Background: an optimization exercise with open tools, aiming at small area, a short achievable clock period and few clock cycles per item. Do not read the settings as production practice.
In this exercise RTL edits were held to simulation tests only and were not proved equivalent to the original.
No activity file was given, so power comes from the tool's default toggle rates.

Design cache, start of the top module:
module cache (
    input   logic           clk,
    input   logic           rst,
    input   logic   [31:0]  ufp_addr,
    input   logic   [3:0]   ufp_rmask,
    input   logic   [3:0]   ufp_wmask,
    output  logic   [31:0]  ufp_rdata,
    input   logic   [31:0]  ufp_wdata,
    output  logic           ufp_resp,
    output  logic   [31:0]  dfp_addr,
    output  logic           dfp_read,
    output  logic           dfp_write,
    input   logic   [255:0] dfp_rdata,
    output  logic   [255:0] dfp_wdata,
    input   logic           dfp_resp
);
logic [255:0] line_q  [8];
logic [25:0]  tag_q   [8];
logic [7:0]   valid_q ;
logic [7:0]   dirty_q ;
logic [2:0]   plru_q  [2];
logic         st_wb ;       
logic         st_rd ;       
logic         resp_r ;
logic         wrhit_r ;     
logic [31:0]  rdata_r ;
logic [255:0] wb_r ;
logic [25:0]  dtag_r ;      
logic [31:2]  addr_r ;
logic [31:0]  wdata_r ;
logic [3:0]   wmask_r ;
logic [7:0]   lsel_r ;      
wire ready  = ~st_wb & ~st_rd ;
wire accept = ready & ((|ufp_rmask) | (|ufp_wmask)) ;
wire is_wr  = |ufp_wmask ;
wire        in_set = ufp_addr[5] ;
wire [25:0] in_tag = ufp_addr[31:6] ;
wire [2:0]  in_off = ufp_addr[4:2] ;
logic [7:0] hit8 ;
logic [3:0] hitv ;
logic [3:0] vic ;
logic [3:0] vic0, vic1 ;    
logic [2:0] p ;
logic [2:0] pnext ;
logic [3:0] wayv ;
logic [7:0] lsel ;
logic [7:0] vsel ;
logic       hit ;
logic       vdirty ;
logic [25:0] vtag ;
always_comb
begin
   for (int l = 0; l < 8; l++)
      hit8[l] = valid_q[l] && (tag_q[l] == in_tag) ;
   hitv = in_set ? hit8[7:4] : hit8[3:0] ;
   hit  = |hitv ;
   p    = in_set ? plru_q[1] : plru_q[0] ;
   vic  = in_set ? vic1 : vic0 ;
   wayv = hit ? hitv : vic ;
   lsel = in_set ? {wayv, 4'b0000} : {4'b0000, wayv} ;
   vsel = in_set ? {vic, 4'b0000} : {4'b0000, vic} ;
   vdirty = 1'b0 ;
   vtag   = '0 ;
   for (int l = 0; l < 8; l++) begin
      vdirty = vdirty | (vsel[l] & valid_q[l] & dirty_q[l]) ;
      vtag   = vtag | ({26{vsel[l]}} & tag_q[l]) ;
   end
   pnext = p ;
   if (wayv[0]) pnext = {p[2], 2'b11} ;
   if (wayv[1]) pnext = {p[2], 2'b01} ;
   if (wayv[2]) pnext = {1'b1, p[1], 1'b0} ;
  ...
Settings: LEC_CHECK=0, CAP_MARGIN=35, CORE_MARGIN=2, CORE_UTILIZATION=40, CTS_CLUSTER_DIAMETER=80, CTS_CLUSTER_SIZE=20, SLEW_MARGIN=35, SYNTH_MEMORY_MAX_BITS=65536; clock period 11.0 ns.
standard.sh (not shown) runs the stock make flow with config.mk's settings and CLKGATE_MAP_FILE= SYNTH_SCRIPT=/design/flow/synth_recipe.tcl, a recipe that flattens the netlist after the stock synthesis.
==> flow/flow/run.sh <==
#!/bin/bash
# Standard layout (settings from config.mk) with two changes: ports are
# buffered with buf_1 (resized later where timing needs it), and
# repair_timing aims for 7.5 ns of setup slack so that it keeps improving
# the achieved period.  make's output goes to flow.log.
set -euo pipefail
bash standard.sh SETUP_SLACK_MARGIN=7.5 "BUFFER_PORTS_ARGS=-buffer_cell sky130_fd_sc_hd__buf_1" finish > flow.log 2>&1
The first run went through all stages and came out clean.
Testbench counts at the start, summed over its fixed seeds: cycles 93,084, requests 16,000.
Rerun with:
==> flow/flow/run.sh (replaced) <==
#!/bin/bash
# Standard layout (settings from config.mk) with two changes: ports are
# buffered with buf_1 (resized later where timing needs it), and
# repair_timing aims for 7.2 ns of setup slack so that it keeps improving
# the achieved period.  make's output goes to flow.log.
set -euo pipefail
bash standard.sh SETUP_SLACK_MARGIN=7.2 "BUFFER_PORTS_ARGS=-buffer_cell sky130_fd_sc_hd__buf_1" finish > flow.log 2>&1
CTS_CLUSTER_DIAMETER = 100   (was 80)
CTS_CLUSTER_SIZE = 25   (was 20)
Effect:
- sequential power is about the same
- clock power decreases by about 14%
- global-route usage hardly moves
- total power went down by about 7%
- core utilization falls by 1.7 points

[separate check: timing with driven ports]
In the flow no input, the clock included, has a driving cell. The finished layouts below were timed again as built, in two steps.
Step 1 assumes that a clkbuf_16 drives the clock port and a buf_2 every other input.
Step 2 moves the port delays by t, midway between the first and last clock arrival at a register: inputs arrive t later, outputs are due t later. That takes back most of the time a late clock gives input paths.
Slacks: ideal / step 1 / step 2; pairs: ideal / step 1.
| run | t (ns) | setup WS [ns] | hold WS [ns] | worst setup path at the end |
|---|---|---|---|---|
| the first run | 0.984 | 7.080 / 7.025 / 6.060 | 0.515 / 0.515 / 0.515 | input to register |
| the second run | 0.965 | 7.105 / 7.075 / 6.110 | 0.521 / 0.521 / 0.521 | input to register |
After both steps setup and hold are still met in every run listed. The setup slack of the first run, which loses most, moves by -0.055 ns with the drivers and by -1.020 ns with both steps.
